This design comes from an exercise in tuning for small area and a short achievable clock period on the open sky130 flow, not from production work.
Only simulation tests tie the RTL to the original design; equivalence was not proved.

==> flow/design.v (outline; a module is shown in full before it is edited, if it fits) <==
// module matrix_multiplication: 11891 lines
// module mm_fa: 4 lines
// module mm_bpp: 3 lines
// module mm_sel3: 3 lines
// module mm_and2: 3 lines
// module mm_or2: 3 lines
// module mm_inv: 3 lines
// module mm_nand2: 3 lines
// module mm_nor2: 3 lines
// module mm_xor2: 3 lines
// module mm_xnor2: 3 lines
// module mm_aoi21: 3 lines
// module mm_oai21: 3 lines
module matrix_multiplication (
    input clk,
    input reset,
    input start,
    input [127:0] A,
    input [127:0] B,
    output reg [127:0] C,
    output reg done
);
  // ...
==> flow/flow/run.sh <==
#!/bin/bash
# Standard synthesis, then a drive-strength pass on the netlist, then the
# standard layout steps; flow/extra.args holds the make settings for them.
set -euo pipefail
HERE=$(pwd)
R=$HERE/orfs/results/sky130hd/matrix_multiplication/base
EXTRA=()
if [[ -f flow/extra.args ]]; then
  while read -r line; do [[ -n "$line" ]] && EXTRA+=("$line"); done < flow/extra.args
fi
bash standard.sh synth > "$HERE/log_1_synth.txt" 2>&1
cp "$R/1_2_yosys.v" "$HERE/synth_standard.v"
python3 flow/resize.py "$R/1_2_yosys.v" > "$HERE/log_1_resize.txt" 2>&1
rm -f "$R/1_synth.odb" "$R/1_synth.sdc"
bash standard.sh "${EXTRA[@]}" finish > "$HERE/log_2_layout.txt" 2>&1
==> flow/flow/extra.args <==
BUFFER_PORTS_ARGS=-buffer_cell sky130_fd_sc_hd__buf_2
SETUP_SLACK_MARGIN=3
==> flow/flow/resize.py <==
#!/usr/bin/env python3
"""Drive-strength pass on the synthesized netlist: cells that synthesis
picked at a larger drive than their loads need are set to the _1 size.
Only the cell's size changes; its function and pins stay the same."""
import re
import sys

SWAP = {
    'sky130_fd_sc_hd__a22oi_2': 'sky130_fd_sc_hd__a22oi_1',
    'sky130_fd_sc_hd__mux2_2': 'sky130_fd_sc_hd__mux2_1',
    'sky130_fd_sc_hd__a21oi_2': 'sky130_fd_sc_hd__a21oi_1',
}
path = sys.argv[1]
text = open(path).read()
counts = {}


def sub(m):
    counts[m.group(1)] = counts.get(m.group(1), 0) + 1
    return SWAP[m.group(1)] + m.group(2)


pat = re.compile(r'\b(' + '|'.join(re.escape(k) for k in SWAP) + r')(\s+[^\s(]+\s*\()')
text = pat.sub(sub, text)
open(path, 'w').write(text)
for k, v in sorted(counts.items()):
    print(f'{k} -> {SWAP[k]}: {v}')
==> flow/standard.sh <==
#!/bin/bash
# synth_recipe.tcl (not shown) runs the flow's synth.tcl, then flattens the netlist and writes it again
# the make line also repeats each setting of config.mk as NAME=value (left out here)
make -C /OpenROAD-flow-scripts/flow DESIGN_CONFIG=/design/flow/config.mk WORK_HOME=/design/flow/orfs CLKGATE_MAP_FILE= SYNTH_SCRIPT=/design/flow/synth_recipe.tcl "${@:-finish}"
==> flow/config.mk <==
export PLATFORM = sky130hd
export DESIGN_NAME = matrix_multiplication
export DESIGN_NICKNAME = matrix_multiplication
export VERILOG_FILES = /design/flow/design.v
export SDC_FILE = /design/flow/constraint.sdc
export NUM_CORES = 4
export LEC_CHECK = 0
export CAP_MARGIN = 20
export CORE_MARGIN = 2
export CORE_UTILIZATION = 40
export SLEW_MARGIN = 20
export SYNTH_HIERARCHICAL = 1
==> flow/constraint.sdc <==
create_clock -name core_clock -period 11.0 [get_ports {clk}]
set_input_delay 2.2000 -clock core_clock [delete_from_list [all_inputs] [get_ports {clk}]]
set_output_delay 2.2000 -clock core_clock [all_outputs]
set_load 0.01 [all_outputs]
==> metrics.yaml, run 1 <==
worstSetupEndpointType: "register"
postPlaceCellArea_um2: 94150
ff_latch_area_um2: 3228
num_sequential: 129
drt-total-wl_um: 474100
first_global_vias: 85330
holdCritPathClass: "reg -> reg"
grt.busiest_layer: "met2"
wl_met1_um: 164200
cpLargestDelayFamily: "adder cells"
detailedPlacementHpwl_um: 295500
outcome: "timing/DRC/antenna clean"
gp_congestion: 1.033
n_all_buffers: 1192
timing.hold.worst_path_depth: 1
drt_pass1_iterations: 15
timing.setup.tns_ns: 0
largest_registers: "C (128), done (1)"
crit_start_category: "primary input"
synth_warnings: 7
end_point_of_the_most_critical_hold_path: "done"
drt_drc_violations_left: 0
syn-mean-instance-area_um2: 11.04
reg2reg_slack_ns: 9.97
final_cell_count_no_fill: 11690
final_instance_area_um2: 105200
multi_input_area_um2: 84350
seq_area_share_pct: 3.069
clock_latency_ns: 0.53
min_from: "done"
==> run 2, diff against run 1 <==
--- a/flow/flow/run.sh
+++ b/flow/flow/run.sh
@@ -1,6 +1,6 @@
 #!/bin/bash
 # Standard synthesis, then a drive-strength pass on the netlist, then the
-# standard layout steps; flow/extra.args holds the make settings for them.
+# standard layout steps with small port buffers.
 set -euo pipefail
 HERE=$(pwd)
 R=$HERE/orfs/results/sky130hd/matrix_multiplication/base
==> run 2 against run 1 <==
Compared with the run above: still clean; via count did not move; sequential share of layout area stayed put; worst hold slack unchanged; core utilization did not move; flip-flop and latch count did not move; design area is the same; routed wire length unchanged; global-route usage unchanged; maximum frequency did not move.
==> metrics.yaml, run 2 <==
core_area_um2: 209800
route.antenna.remaining_nets: 0
final-max-slew-violation-count: 0
drt_pass1_iterations: 15  # unchanged
fp.dieH_um: 463.7
layout-drive-gt1-share_pct: 20.44
most_frequent_standard_cell_in_the_layout_excluding_fill_and_tap_cells: "sky130_fd_sc_hd__xnor2_1"
syn-mean-instance-area_um2: 11.04  # unchanged
clock_latency_ns: 0.53  # about the same
crit_top_cell: "sky130_fd_sc_hd__fa_1"
timing.setup.tns_ns: 0  # unchanged
critical_path_required_ns: 11.44
detailedPlace.worstSlack_ns: 1.068
buffer_ports.inserted: 387
cts-root-to-sink-buffers: 2
clock-root-buffer: "sky130_fd_sc_hd__clkbuf_16"
crit_fanout: 29
ff_latch_area_um2: 3228  # unchanged
rsz0062_at_grt: "true"
largest_register: "C"
report.final.hold_viol_count: 0
holdCritPathClass: "reg -> reg"
synth_cells: 7657
clock_tree.htree_level_count: 4
holdWs_ns: 0.4634
design.final.nets: 10970
core.rowCount: 168
worstMarginPinSlew_ns: 1.130
period_share_pct: 73.79
antenna_violations_before_repair: 40
worst_setup_hold_path_clk_slew_ns: 0.08
detailedPlacementHpwl_um: 295500  # unchanged
timing.fmax_mhz: 123.2
worstPathArrival_ns: 8.56
floorplan.die.width_um: 463.7
min_period_ns: 8.117
critical_path.cell_chain: "buf_16, xor2_4, buf_4, a22oi_1, xnor2_1, fa_1, fa_1, fa_1, fa_1, fa_1, fa_1, fa_2, fa_2, nor2_1, inv_1, nand2_1, inv_1, a21oi_1, o21ai_2, xor2_1, mux2_4"
synth_warnings: 7  # unchanged
drt-total-wl_um: 474100  # unchanged
max_ffs_per_register: 128
start_util_pct: 40.29
tritoncts: "yes"
clock_skew_ns: 0
drt_drc_violations_left: 0  # unchanged
grt_max_degree: 80
layout-area-overhead-vs-synth_pct: 24.44
worst_slack_ns: 2.883
grt_first_pass_wirelength_um: 638100
multi_input_area_um2: 84350  # unchanged
grt_overflow_total: 0
vias_per_cell: 7.171
die_area_um2: 215000
critical-path-slowest-cell: "sky130_fd_sc_hd__fa_1"
worstSetupEndpointType: "register"
mostFrequentLayoutCells: "sky130_fd_sc_hd__xnor2_1 (2085), sky130_fd_sc_hd__a22oi_1 (2022), sky130_fd_sc_hd__fa_1 (1571)"
synthesis.area_um2: 84520
timing.critical_path.slowest_cell_delay_ns: 0.58
cts_buffers: 17
first_iter_violations: 15940
clkSinkCount: 129
path_class: "in -> reg"
largest_registers: "C (128), done (1)"
num_io_pins: 388
route.vias.total: 83800
avgRoutedWirePerCell_um: 40.57
first_global_vias: 85330  # unchanged
nFillCells: 18970
crit_start_category: "primary input"
outcome: "timing/DRC/antenna clean"
headroom_to_the_max_slew_limit_pct: 24.66
gp_congestion: 1.033  # unchanged
timing.max_cap.violations: 0
grt_use_total_pct: 41.52
setup_viol: 0
## run 2: per-layer routing
layer / part of all wire (%) / global-route usage, % / routed length (um) / up-vias
met4: 8.3 / 24.83 / 39320 / 40
met5: 0.17 / 1.070 / 806 / -
met2: 38 / 55.66 / 180800 / 9239
met1: 35 / 52.75 / 164200 / 42140
met3: 19 / 21.02 / 88920 / 2411
li1: - / - / - / 29970
## run 2: worst paths after layout
path	startpoint	end	slack [ns]	cells after the start
max	B[35]	C[127]	2.88	21
min	done	done	0.46	1
max reg2reg	C[31]	C[31]	9.97	1
min reg2reg	done	done	0.46	1
max in group asynchronous	reset	C[62]	7.51	4
min in group asynchronous	reset	C[10]	1.64	2
## run 2: worst max-delay path: cells and delay by family
family | cells | cell delay, ns
adders and majority gates | 8 | 3.95
xor gates and xnor gates | 3 | 0.66
muxes | 1 | 0.27
buffers and inverters | 4 | 0.74
AOI/OAI and AO/OA | 3 | 0.47
and+or+nand+nor | 2 | 0.18
## run 2: per-stage QoR
stage | instance area [um2] | utilization, % | std cells
after floorplan | 85560 | - | 7657
after global placement | 94090 | 44.85 | 11130
after detailed placement | 94150 | 44.88 | 11130
after CTS | 100300 | 47.80 | 11420
after global routing | 105100 | 50.12 | 11680
final | 105200 | 50.13 | 11690
## run 2: final cells by class
class,count,share of cell area (%)
Tap cell,2805,3.337
Multi-Input combinational cell,7403,80.20
Antenna cell,16,0.03807
Clock inverter,14,0.1344
Inverter,109,0.3938
Clock buffer,18,0.4081
Sequential cell,129,3.069
Timing Repair Buffer,1192,12.42
## run 2: repair_timing
action / 4_1_cts / 5_1_grt
resized for setup: 534 / 552
gates cloned: 53 / 31
endpoints found under the setup margin: 64 / 46
setup buffers: 200 / 220
hold buffers: 0 / 0
pin swaps: 152 / 407
==> run 3, diff against run 2 <==
--- a/flow/flow/run.sh
+++ b/flow/flow/run.sh
@@ -1,6 +1,6 @@
 #!/bin/bash
 # Standard synthesis, then a drive-strength pass on the netlist, then the
-# standard layout steps with small port buffers.
+# standard layout steps; flow/extra.args holds the make settings for them.
 set -euo pipefail
 HERE=$(pwd)
 R=$HERE/orfs/results/sky130hd/matrix_multiplication/base
==> flow/flow/extra.args (replaced) <==
DONT_BUFFER_PORTS=1
PRE_GLOBAL_PLACE_TCL=@HERE@/flow/pre_gpl.tcl
POST_GLOBAL_PLACE_TCL=@HERE@/flow/post_gpl.tcl
REMOVE_ABC_BUFFERS=1
SETUP_SLACK_MARGIN=3
==> flow/flow/post_gpl.tcl (new file) <==
# Let the later steps size the port buffers like any other cell.
foreach inst $::my_port_bufs { unset_dont_touch $inst }
==> flow/flow/pre_gpl.tcl (new file) <==
# Port buffers: a strong one on each input (the inputs fan out widely) and
# a small one on each output. Synthesis buffers are removed first, as the
# standard step does before it buffers the ports; the port buffers are then
# kept through that step's remove_buffers and freed for sizing afterwards.
remove_buffers
buffer_ports -inputs -buffer_cell sky130_fd_sc_hd__buf_4
buffer_ports -outputs -buffer_cell sky130_fd_sc_hd__buf_1
set ::my_port_bufs {}
foreach inst [get_cells -quiet {input* output*}] {
  lappend ::my_port_bufs $inst
  set_dont_touch $inst
}
puts "port buffers kept: [llength $::my_port_bufs]"
--- a/flow/config.mk
+++ b/flow/config.mk
@@ -5,8 +5,8 @@
 export SDC_FILE = /design/flow/constraint.sdc
 export NUM_CORES = 4
 export LEC_CHECK = 0
-export CAP_MARGIN = 20
+export CAP_MARGIN = 0
 export CORE_MARGIN = 2
 export CORE_UTILIZATION = 40
-export SLEW_MARGIN = 20
+export SLEW_MARGIN = 0
 export SYNTH_HIERARCHICAL = 1
==> run 3 against run 2 <==
Compared with the run above: the flow now stops in 3_3_place_gp; synthesized area unchanged; synthesized cell count is the same.
==> metrics.yaml, run 3 <==
buffer_ports.inserted: 0  # -100%
synthesis.area_um2: 84520  # unchanged
last_stage_reached: "3_3_place_gp"
core.rowCount: 168  # unchanged
outcome: "did not finish"
fp.dieH_um: 463.7  # unchanged
start_util_pct: 40.29  # unchanged
synth_warnings: 7  # unchanged
tool.error: "Error: global_place.tcl, 5 couldn't read file \"@HERE@/flow/pre_gpl.tcl\": no such file or directory"
syn-mean-instance-area_um2: 11.04  # unchanged
floorplan.die.width_um: 463.7  # unchanged
synth_cells: 7657  # unchanged
num_io_pins: 388  # unchanged
==> run 4, diff against run 3 <==
==> flow/flow/run.sh (replaced) <==
#!/bin/bash
# Standard synthesis, then a drive-strength pass on the netlist, then the
# standard layout steps; flow/extra.args holds the make settings for them
# (@HERE@ stands for this work folder).
set -euo pipefail
HERE=$(pwd)
R=$HERE/orfs/results/sky130hd/matrix_multiplication/base
EXTRA=()
if [[ -f flow/extra.args ]]; then
  while read -r line; do [[ -n "$line" ]] && EXTRA+=("${line//@HERE@/$HERE}"); done < flow/extra.args
fi
bash standard.sh synth > "$HERE/log_1_synth.txt" 2>&1
cp "$R/1_2_yosys.v" "$HERE/synth_standard.v"
python3 flow/resize.py "$R/1_2_yosys.v" > "$HERE/log_1_resize.txt" 2>&1
rm -f "$R/1_synth.odb" "$R/1_synth.sdc"
bash standard.sh "${EXTRA[@]}" finish > "$HERE/log_2_layout.txt" 2>&1
==> run 4 against run 3 <==
Compared with the run above: now clean on timing, DRC and antenna; synthesized cell count did not move; synthesized area is the same.
==> metrics.yaml, run 4 <==
path_class: "in -> reg"
postPlaceCellArea_um2: 93980
clock-root-buffer: "sky130_fd_sc_hd__clkbuf_16"
most_frequent_standard_cell_in_the_layout_excluding_fill_and_tap_cells: "sky130_fd_sc_hd__xnor2_1"
critical_path.reg2reg.endpoint: "C[60]"
syn-mean-instance-area_um2: 11.04  # unchanged
worst_setup_path_endpoint: "C[95]"
antenna_violations_before_repair: 40
first_global_vias: 85460
worstReg2RegStart: "C[60]"
grt_first_pass_wirelength_um: 632200
period_share_pct: 73.83
detailedPlacementHpwl_um: 294400
avgRoutedWirePerCell_um: 40.68
route.vias.total: 84180
grt_use_total_pct: 41.13
num_io_pins: 388  # unchanged
largest_register: "C"
vias_per_cell: 7.224
max_ffs_per_register: 128
timing.fmax_mhz: 123.1
critical_path_required_ns: 11.47
worstSetupEndpointType: "register"
start_util_pct: 40.29  # unchanged
mostFrequentLayoutCells: "sky130_fd_sc_hd__xnor2_1 (2090), sky130_fd_sc_hd__a22oi_1 (2031), sky130_fd_sc_hd__fa_1 (1647)"
cts_hold_buffers: 0
final_instance_area_um2: 104800
synth_warnings: 7  # unchanged
die_area_um2: 215000
synth_cells: 7657  # unchanged
critical_path.startpoint: "A[65]"
core.rowCount: 168  # unchanged
crit_fanout: 42
route.antenna.remaining_nets: 0
r2r_cells: 1
buffer_ports.inserted: 387  # +387
rsz0062_at_grt: "true"
cts_buffers: 17
worst_setup_hold_path_clk_slew_ns: 0.10
drt-total-wl_um: 474000
worstPathArrival_ns: 8.59
design.final.nets: 10930
headroom_to_the_max_slew_limit_pct: 28.10
floorplan.die.width_um: 463.7  # unchanged
timing.max_cap.violations: 0
clock_latency_ns: 0.56
tritoncts: "yes"
layout-area-overhead-vs-synth_pct: 23.94
crit_start_category: "primary input"
synthesis.area_um2: 84520  # unchanged
drt_drc_violations_left: 0
final-max-slew-violation-count: 0
grt_overflow_total: 0
clock_tree.htree_level_count: 4
timing.setup.tns_ns: 0
worstMarginPinSlew_ns: 1.078
holdCritPathClass: "reg -> reg"
min_period_ns: 8.122
setup_viol: 0
reg2reg_slack_ns: 9.89
largest_registers: "C (128), done (1)"
core_area_um2: 209800
grt_max_degree: 67
report.final.hold_viol_count: 0
layout-drive-gt1-share_pct: 17.44
drt_pass1_iterations: 17
clock_skew_ns: 0
outcome: "timing/DRC/antenna clean"
clkSinkCount: 129
cts-root-to-sink-buffers: 2
fp.dieH_um: 463.7  # unchanged
first_iter_violations: 17110
-- run 4: layer usage --
metal,up-vias,GRT usage [%],wire length [um]
met5,-,1.627,1360
met4,62,25.74,40710
met3,2507,20.54,87570
met2,9374,55.76,182700
met1,42320,51.41,161600
li1,29920,-,-
-- run 4: worst min path at each step --
stage	slack, ns	start	cells after the start	to
2_1_floorplan	0.51	done	1	done
3_3_place_gp	0.45	done	1	done
3_5_place_dp	0.45	done	1	done
4_1_cts	0.47	done	1	done
5_1_grt	0.50	C[11]	1	C[11]
6_report	0.46	done	1	done
-- run 4: per-stage QoR --
stage	setup slack (ns)	std cells	hold WS, ns	utilization [%]
after floorplan	1.105	7619	0.5094	-
after global placement	1.032	11130	0.4477	44.80
after detailed placement	1.054	11130	0.4492	44.80
after CTS	2.993	11390	0.4679	47.53
after global routing	2.785	11640	0.4988	49.92
final	2.878	11650	0.4633	49.93
-- run 4: worst max-delay path: stages --
cell and delay [ns]:
sky130_fd_sc_hd__buf_8 0.35, sky130_fd_sc_hd__buf_6 0.41, sky130_fd_sc_hd__a22oi_1 0.17, sky130_fd_sc_hd__xnor2_1 0.18, sky130_fd_sc_hd__fa_1 0.63, sky130_fd_sc_hd__fa_1 0.47, sky130_fd_sc_hd__fa_1 0.52, sky130_fd_sc_hd__fa_1 0.52
sky130_fd_sc_hd__fa_2 0.61, sky130_fd_sc_hd__fa_1 0.45, sky130_fd_sc_hd__fa_2 0.36, sky130_fd_sc_hd__fa_2 0.65, sky130_fd_sc_hd__nand2_4 0.09, sky130_fd_sc_hd__o21ai_4 0.20, sky130_fd_sc_hd__a21oi_1 0.09, sky130_fd_sc_hd__o21ai_1 0.10
sky130_fd_sc_hd__xor2_1 0.09, sky130_fd_sc_hd__mux2_1 0.31
-- run 4: timing repair --
item,in CTS,in global routing
cloned,46,43
setup endpoints to repair,61,44
buffers inserted,184,200
gates resized for setup,460,548
pin swaps,104,299
-- run 4: area by class of cell --
type	instances	area, um2
antenna	20	50.05
multi-input combinational	7404	83990
timing repair buffer	1154	12900
tap	2805	3510
inverter	109	414.1
sequential	129	3228
clock buffer	18	439.2
fill	18950	105000
clock inverter	14	225.2
==> run 5, diff against run 4 <==
==> flow/flow/extra.args (replaced) <==
DONT_BUFFER_PORTS=1
PRE_GLOBAL_PLACE_TCL=@HERE@/flow/pre_gpl.tcl
POST_GLOBAL_PLACE_TCL=@HERE@/flow/post_gpl.tcl
REMOVE_ABC_BUFFERS=1
SETUP_SLACK_MARGIN=2.5
==> run 5 against run 4 <==
Compared with the run above: routed wire length shrank 5.8%; design area shrank 5.8%; first-iteration DRC count shrank 9.2%; setup slack lost 0.39 ns; maximum frequency shrank 4.6%; critical path depth grew 1; count of clock-buffer cells in the layout is the same.
==> metrics.yaml, run 5 <==
design.final.nets: 10660  # -2.5%
max_ffs_per_register: 128  # unchanged
worst_setup_hold_path_clk_slew_ns: 0.08  # -0.02 ns
crit_fanout: 65  # +55%
floorplan.die.width_um: 463.7  # unchanged
fp.dieH_um: 463.7  # unchanged
first_iter_violations: 15530  # -9.2%
buffer_ports.inserted: 387  # unchanged
worstMarginPinSlew_ns: 1.228  # +0.1493 ns
setup_viol: 0  # unchanged
clock_skew_ns: 0  # unchanged
headroom_to_the_max_slew_limit_pct: 18.15  # -10 points
detailedPlacementHpwl_um: 294400  # unchanged
drt-total-wl_um: 446400  # -5.8%
final_instance_area_um2: 98660  # -5.8%
die_area_um2: 215000  # unchanged
grt_overflow_total: 0  # unchanged
crit_top_cell: "sky130_fd_sc_hd__fa_1"
timing.fmax_mhz: 117.5  # -4.6%
grt_first_pass_wirelength_um: 616100  # -2.6%
rsz0062_at_grt: "false"
largest_register: "C"
worstPathArrival_ns: 9.03  # +0.44 ns
core_area_um2: 209800  # unchanged
holdCritPathClass: "reg -> reg"
detailedPlace.worstSlack_ns: 1.054  # unchanged
clock_tree.htree_level_count: 4  # unchanged
timing.critical_path.slowest_cell_delay_ns: 0.55  # -0.10 ns
grt_max_degree: 67  # unchanged
clock_latency_ns: 0.56  # about the same
drt_pass1_iterations: 14  # -3
route.vias.total: 80680  # -4.2%
vias_per_cell: 7.097  # -1.8%
route.antenna.remaining_nets: 0  # unchanged
path_class: "in -> reg"
critical-path-slowest-cell: "sky130_fd_sc_hd__fa_1"
antenna_violations_before_repair: 36  # -10%
synth_warnings: 7  # unchanged
worst_slack_ns: 2.489  # -0.3893 ns
grt_use_total_pct: 39.93  # -1.2 points
avgRoutedWirePerCell_um: 39.27  # -3.5%
final-max-slew-violation-count: 0  # unchanged
core.rowCount: 168  # unchanged
crit_start_category: "primary input"
cts-root-to-sink-buffers: 2  # unchanged
tritoncts: "yes"
outcome: "timing/DRC/antenna clean"
clkSinkCount: 129  # unchanged
layout-area-overhead-vs-synth_pct: 16.73
most_frequent_standard_cell_in_the_layout_excluding_fill_and_tap_cells: "sky130_fd_sc_hd__xnor2_1"
largest_registers: "C (128), done (1)"
num_io_pins: 388  # unchanged
drt_drc_violations_left: 0  # unchanged
syn-mean-instance-area_um2: 11.04  # unchanged
min_period_ns: 8.511  # +0.3893 ns
synthesis.area_um2: 84520  # unchanged
report.final.hold_viol_count: 0  # unchanged
first_global_vias: 83970  # -1.7%
critical_path.cell_chain: "buf_8, buf_6, a22oi_1, xnor2_1, fa_1, fa_1, fa_1, fa_1, fa_1, fa_1, fa_1, fa_1, nor2_1, nor2_1, a21oi_1, o21ai_1, buf_4, xor2_1, mux2_1"
critical_path_required_ns: 11.51  # +0.04 ns
layout-drive-gt1-share_pct: 11.01  # -6.4 points
mostFrequentLayoutCells: "sky130_fd_sc_hd__xnor2_1 (2104), sky130_fd_sc_hd__a22oi_1 (2048), sky130_fd_sc_hd__fa_1 (1856)"
worstSetupEndpointType: "register"
synth_cells: 7657  # unchanged
period_share_pct: 77.37  # +3.5 points
cts_buffers: 17  # unchanged
start_util_pct: 40.29  # unchanged
timing.setup.tns_ns: 0  # unchanged
clock-root-buffer: "sky130_fd_sc_hd__clkbuf_16"
postPlaceCellArea_um2: 93980  # unchanged
timing.max_cap.violations: 0  # unchanged
## run 5: critical path, delay by kind of cell
kind                     cells  cell delay, ns
adder cells (fa/ha/maj)      8            3.67
buffers and inverters        3            1.03
XOR/XNOR                     2            1.01
AO/OA/AOI/OAI                3            0.44
AND/OR/NAND/NOR              2            0.32
multiplexers                 1            0.23
## run 5: path summary, 6_finish.rpt
check	startpoint	end	slack [ns]	cells past startpoint
max reg2reg	C[62]	C[62]	9.97	1
min in group asynchronous	reset	C[12]	1.67	2
max	A[0]	C[57]	2.49	19
max in group asynchronous	reset	C[116]	7.47	4
min	done	done	0.46	1
min reg2reg	done	done	0.46	1
## run 5: per-layer routing
layer  part of all wire (%)  track usage [%]  wire, um  vias up
li1                       -                -         -    29300
met1                     35            50.72    157200    40890
met2                     40            54.62    176700     8360
met3                     17            18.01     76490     2091
met4                    7.9            24.94     35450       42
met5                   0.13            2.072       582        -
## run 5: what timing repair did
| action | CTS | global route |
|---|---|---|
| cloned | 24 | 13 |
| setup endpoints to repair | 46 | 40 |
| hold buffers | 0 | 0 |
| buffers inserted | 79 | 79 |
| resized for setup | 82 | 261 |
| pin swaps | 40 | 45 |
| endpoints found under the hold margin | 0 | 0 |
## run 5: per-stage QoR
stage          hold slack, ns  std cells  util [%]
6_report               0.4625      11370     47.03
5_1_grt                0.4988      11360     47.02
4_1_cts                0.4679      11260     45.91
3_5_place_dp           0.4492      11130     44.80
3_3_place_gp           0.4477      11130     44.80
2_1_floorplan          0.5094       7619         -
## run 5: layout make-up
cell class / count / area (um2)
Fill cell: 19630 / 111100
Inverter: 109 / 414.1
Timing Repair Buffer: 876 / 8102
Tap cell: 2805 / 3510
Clock buffer: 18 / 439.2
Antenna cell: 13 / 32.53
Clock inverter: 14 / 225.2
Sequential cell: 129 / 3228
Multi-Input combinational cell: 7404 / 82710
==> run 6, diff against run 5 <==
==> flow/flow/extra.args (replaced) <==
DONT_BUFFER_PORTS=1
PRE_GLOBAL_PLACE_TCL=@HERE@/flow/pre_gpl.tcl
POST_GLOBAL_PLACE_TCL=@HERE@/flow/post_gpl.tcl
REMOVE_ABC_BUFFERS=1
SETUP_SLACK_MARGIN=3
SKIP_INCREMENTAL_REPAIR=1
==> run 6 against run 5 <==
Compared with the run above: core utilization grew 0.52 points; maximum frequency is 2.6% higher; non-clock buffer count increased by 35; setup slack gained 0.21 ns; clock skew is the same; routed wire length up 1.3%; global-route usage is 1.2 points higher; worst hold slack improved by 0.0035 ns; first-iteration DRC count down 0.92%; flip-flop and latch count did not move; critical endpoint unchanged.
==> metrics.yaml, run 6 <==
num_io_pins: 388  # unchanged
nFillCells: 19540  # -0.48%
worst_setup_path_endpoint: "C[57]"
grt_max_degree: 67  # unchanged
crit_fanout: 43  # -34%
crit_start_category: "primary input"
grt_use_total_pct: 41.13  # +1.2 points
worstPathArrival_ns: 8.81  # -0.22 ns
critical_path_required_ns: 11.51  # about the same
timing.max_cap.violations: 0  # unchanged
tritoncts: "yes"
use_met3_pct: 20.54  # +2.5 points
outcome: "timing/DRC/antenna clean"
worst-path-stages: 19  # unchanged
largest_registers: "C (128), done (1)"
detailedPlace.worstSlack_ns: 1.054  # unchanged
cpLargestDelayFamily: "adder cells"
critical_path.cell_chain: "buf_6, buf_4, a22oi_1, xnor2_1, fa_1, fa_1, fa_1, fa_1, fa_2, fa_2, fa_2, fa_2, inv_1, nor2_2, nand2_1, o21ai_1, buf_4, xor2_1, mux2_1"
antenna_violations_before_repair: 46  # +28%
post-cts-setup-buffer-count: 184  # +130%
buffer_ports.inserted: 387  # unchanged
grt.busiest_layer: "met2"
clkSinkCount: 129  # unchanged
synth_cells: 7657  # unchanged
final_instance_area_um2: 99740  # +1.1%
timing.critical_path.slowest_cell_delay_ns: 0.62  # +0.07 ns
grt_first_pass_wirelength_um: 632200  # +2.6%
cts-root-to-sink-buffers: 2  # unchanged
clock_tree.htree_level_count: 4  # unchanged
critical-path-slowest-cell: "sky130_fd_sc_hd__fa_2"
grt.met1_usage_pct: 51.41  # +0.68 points
drt_pass1_iterations: 13  # -1
path_class: "in -> reg"
headroom_to_the_max_slew_limit_pct: 21.27  # +3.1 points
worst_slack_ns: 2.703  # +0.2146 ns
drt_drc_violations_left: 0  # unchanged
route.vias.total: 81090  # +0.51%
timing.fmax_mhz: 120.5  # +2.6%
layout-area-overhead-vs-synth_pct: 18.01
core.rowCount: 168  # unchanged
setup_viol: 0  # unchanged
worst_setup_hold_path_clk_slew_ns: 0.09  # about the same
holdCritPathClass: "reg -> reg"
syn-mean-instance-area_um2: 11.04  # unchanged
report.final.hold_viol_count: 0  # unchanged
min_period_ns: 8.297  # -0.2146 ns
clock_latency_ns: 0.56  # about the same
start_util_pct: 40.29  # unchanged
mostFrequentLayoutCells: "sky130_fd_sc_hd__xnor2_1 (2105), sky130_fd_sc_hd__a22oi_1 (2047), sky130_fd_sc_hd__fa_1 (1832)"
largest_register: "C"
worstSetupEndpointType: "register"
max_ffs_per_register: 128  # unchanged
grt_overflow_total: 0  # unchanged
first_global_vias: 85460  # +1.8%
most_frequent_standard_cell_in_the_layout_excluding_fill_and_tap_cells: "sky130_fd_sc_hd__xnor2_1"
worstReg2RegStart: "C[60]"
timing.setup.tns_ns: 0  # unchanged
r2r_cells: 1  # unchanged
final-max-slew-violation-count: 0  # unchanged
reg2reg_slack_ns: 9.88  # -0.09 ns
cts_buffers: 17  # unchanged
layout-drive-gt1-share_pct: 11.86  # +0.85 points
period_share_pct: 75.42  # -2.0 points
postPlaceCellArea_um2: 93980  # unchanged
core_area_um2: 209800  # unchanged
cp_num_buf_inv: 4  # +1
route.antenna.remaining_nets: 0  # unchanged
worstMarginPinSlew_ns: 1.181  # -0.04677 ns
avgRoutedWirePerCell_um: 39.64  # +0.94%
detailedPlacementHpwl_um: 294400  # unchanged
synth_warnings: 7  # unchanged
clock-root-buffer: "sky130_fd_sc_hd__clkbuf_16"
clock_skew_ns: 0  # unchanged
floorplan.die.width_um: 463.7  # unchanged
gr_util_met2_pct: 55.76  # +1.1 points
critical_path.reg2reg.endpoint: "C[60]"
drt-total-wl_um: 452000  # +1.3%
critical_path.startpoint: "A[3]"
first_iter_violations: 15390  # -0.92%
fp.dieH_um: 463.7  # unchanged
design.final.nets: 10690  # +0.33%
vias_per_cell: 7.111  # +0.19%
cts_hold_buffers: 0  # unchanged
post_cts_resize_count: 460  # +460%
synthesis.area_um2: 84520  # unchanged
die_area_um2: 215000  # unchanged
## run 6: per-stage QoR
step,cells,hold WS [ns],util [%]
finish,11400,0.4660,47.55
global route,11390,0.4988,47.53
CTS,11390,0.4679,47.53
detailed placement,11130,0.4492,44.80
global placement,11130,0.4477,44.80
floorplan,7619,0.5094,-
## run 6: worst min path at each step
stage | end | cells past startpoint | slack, ns | from
after CTS | done | 1 | 0.47 | done
after floorplan | done | 1 | 0.51 | done
final | done | 1 | 0.47 | done
after global routing | C[11] | 1 | 0.50 | C[11]
after detailed placement | done | 1 | 0.45 | done
after global placement | done | 1 | 0.45 | done
## run 6: metal layers
metal,wire length (um),vias up
li1,-,29400
met5,765,-
met3,79810,2091
met4,35630,64
met2,178100,8505
met1,157700,41030
## run 6: area by class of cell
class | instances | area (um2) | area share [%]
repair buffers | 911 | 9001 | 9.024
inverters | 109 | 414.1 | 0.4152
clock buffers | 18 | 439.2 | 0.4403
clock inverters | 14 | 225.2 | 0.2258
flip-flops and latches | 129 | 3228 | 3.236
well taps | 2805 | 3510 | 3.519
multi-input cells | 7404 | 82890 | 83.10
diodes | 14 | 35.03 | 0.03512
==> run 7, diff against run 6 <==
--- a/flow/config.mk
+++ b/flow/config.mk
@@ -7,6 +7,6 @@
 export LEC_CHECK = 0
 export CAP_MARGIN = 0
 export CORE_MARGIN = 2
-export CORE_UTILIZATION = 40
+export CORE_UTILIZATION = 50
 export SLEW_MARGIN = 0
 export SYNTH_HIERARCHICAL = 1
==> run 7 against run 6 <==
Compared with the run above: still clean; cell count fell by 5.9%; first-iteration DRC count fell by 5.4%; flip-flop and latch count did not move; largest cell class unchanged.
==> metrics.yaml, run 7 <==
clkSinkCount: 129  # unchanged
holdCritPathClass: "reg -> reg"
layout-drive-gt1-share_pct: 10.72  # -1.1 points
clock-root-buffer: "sky130_fd_sc_hd__clkbuf_16"
worst_setup_hold_path_clk_slew_ns: 0.07  # -0.02 ns
timing.setup.tns_ns: 0  # unchanged
start_util_pct: 50.43  # +10 points
cts_hold_buffers: 0  # unchanged
max_ffs_per_register: 128  # unchanged
detailedPlace.worstSlack_ns: 1.028  # -0.02582 ns
min_from: "done"
drt-total-wl_um: 431200  # -4.6%
crit_fanout: 54  # +26%
critical_path.startpoint: "A[5]"
grt_first_pass_wirelength_um: 609200  # -3.6%
design.final.nets: 10630  # -0.58%
grt_use_total_pct: 49.44  # +8.3 points
core_area_um2: 167600  # -20%
route.antenna.remaining_nets: 0  # unchanged
syn-mean-instance-area_um2: 11.04  # unchanged
layout-area-overhead-vs-synth_pct: 15.67
synth_cells: 7657  # unchanged
synthesis.area_um2: 84520  # unchanged
drt_pass1_iterations: 13  # unchanged
die_area_um2: 172300  # -20%
period_share_pct: 75.11  # -0.31 points
clock_latency_ns: 0.54  # -0.02 ns
cts-root-to-sink-buffers: 2  # unchanged
worstMarginPinSlew_ns: 1.201  # +0.01978 ns
grt_overflow_total: 0  # unchanged
grt_max_degree: 76  # +13%
clock_tree.htree_level_count: 4  # unchanged
final-max-slew-violation-count: 0  # unchanged
synth_warnings: 7  # unchanged
min_period_ns: 8.263  # -0.03390 ns
headroom_to_the_max_slew_limit_pct: 19.95  # -1.3 points
clock_skew_ns: 0  # unchanged
core.rowCount: 150  # -11%
post-cts-setup-buffer-count: 162  # -12%
avgRoutedWirePerCell_um: 40.17  # +1.4%
critical_path_required_ns: 11.45  # -0.06 ns
detailedPlacementHpwl_um: 282400  # -4.1%
largest_register: "C"
floorplan.die.width_um: 415.1  # -10%
worstSetupEndpointType: "register"
largest_registers: "C (128), done (1)"
route.vias.total: 80070  # -1.3%
first_global_vias: 84410  # -1.2%
buffer_ports.inserted: 387  # unchanged
fp.dieH_um: 415.1  # -10%
outcome: "timing/DRC/antenna clean"
antenna_violations_before_repair: 20  # -57%
drt_drc_violations_left: 0  # unchanged
mostFrequentLayoutCells: "sky130_fd_sc_hd__xnor2_1 (2111), sky130_fd_sc_hd__a22oi_1 (2048), sky130_fd_sc_hd__fa_1 (1849)"
setup_viol: 0  # unchanged
vias_per_cell: 7.460  # +4.9%
num_io_pins: 388  # unchanged
worst_slack_ns: 2.737  # +0.03390 ns
first_iter_violations: 14570  # -5.4%
timing.max_cap.violations: 0  # unchanged
timing.fmax_mhz: 121.0  # +0.41%
cts_buffers: 17  # unchanged
path_class: "in -> reg"
tritoncts: "yes"
most_frequent_standard_cell_in_the_layout_excluding_fill_and_tap_cells: "sky130_fd_sc_hd__xnor2_1"
crit_start_category: "primary input"
post_cts_resize_count: 349  # -24%
report.final.hold_viol_count: 0  # unchanged
worstPathArrival_ns: 8.71  # -0.10 ns
worstReg2RegStart: "C[58]"
## run 7: per-stage QoR
step           instance area [um2]  hold slack [ns]  util (%)  cells
6_report                     97760           0.4683     58.33  10730
5_1_grt                      97750           0.4974     58.32  10730
4_1_cts                      97750           0.4685     58.32  10730
3_5_place_dp                 93050           0.4540     55.52  10500
3_3_place_gp                 93050           0.4475     55.52  10500
2_1_floorplan                84280           0.5094         -   7619
## run 7: cell type report
cell class / instances / area, um2
multi-input combinational: 7394 / 82500
tap: 2204 / 2758
clock inverter: 12 / 156.4
timing repair buffer: 859 / 8232
antenna: 6 / 15.01
inverter: 109 / 414.1
sequential: 129 / 3228
clock buffer: 20 / 456.7
fill: 14340 / 69840
## run 7: routing by layer
metal	share of wire (%)	track usage [%]
met3	18	24.41
met5	0.17	1.945
met2	39	65.83
met4	8.5	33.66
met1	34	62.20
## run 7: path summary, 6_finish.rpt
path                               to  slack, ns  cells after the start
min in group asynchronous        done       1.81                      2
worst min register to register   done       0.47                      1
worst max register to register  C[58]      10.08                      1
worst min-delay path             done       0.47                      1
max in group asynchronous       C[90]       7.80                      3
worst max-delay path            C[31]       2.74                     20
## run 7: worst max-delay path, stage by stage
cell and delay [ns]:
sky130_fd_sc_hd__buf_4 0.77, sky130_fd_sc_hd__a22oi_1 0.25, sky130_fd_sc_hd__xnor2_1 0.22, sky130_fd_sc_hd__fa_1 0.49
sky130_fd_sc_hd__fa_1 0.47, sky130_fd_sc_hd__fa_1 0.49, sky130_fd_sc_hd__fa_1 0.41, sky130_fd_sc_hd__fa_1 0.41
sky130_fd_sc_hd__fa_1 0.46, sky130_fd_sc_hd__fa_1 0.41, sky130_fd_sc_hd__fa_1 0.40, sky130_fd_sc_hd__fa_1 0.45
sky130_fd_sc_hd__nor2_2 0.18, sky130_fd_sc_hd__inv_1 0.06, sky130_fd_sc_hd__nand2_1 0.10, sky130_fd_sc_hd__o21ai_2 0.08
sky130_fd_sc_hd__a21oi_1 0.16, sky130_fd_sc_hd__o21ai_1 0.11, sky130_fd_sc_hd__xor2_1 0.17, sky130_fd_sc_hd__mux2_1 0.30

## afterwards: timing with drivers on the ports
The results above use ideal ports. As a check the final layouts listed here were re-extracted and re-timed, cells and wires unchanged. Step 1 sets driving cells, clkbuf_16 on the clock port and buf_2 on the other inputs (assumed; they add their load-dependent delay and slew). Step 2 times the ports against the registers' clock, not the clock port: input delays grow and output delays shrink by t, the midpoint of the rising clock arrivals with the driver on. a / b / c = ideal ports / drivers / drivers and shift; a / b = the first two.
| run | shift t [ns] | setup slack, ns | latest minus earliest clock arrival (ns) |
|---|---|---|---|
| run 1 | 0.629 | 2.883 / 2.632 / 2.003 | 0.039 / 0.039 |
| run 2 | 0.629 | 2.883 / 2.632 / 2.003 | 0.039 / 0.039 |
| run 4 | 0.641 | 2.878 / 2.603 / 1.963 | 0.040 / 0.041 |
| run 5 | 0.649 | 2.489 / 2.353 / 1.705 | 0.041 / 0.041 |
| run 6 | 0.641 | 2.703 / 2.501 / 1.860 | 0.039 / 0.039 |
| run 7 | 0.618 | 2.737 / 2.447 / 1.829 | 0.028 / 0.028 |
After both steps setup and hold are still met in every run listed. The setup slack of run 4, which loses most, moves by -0.275 ns with the drivers and by -0.915 ns with both steps.
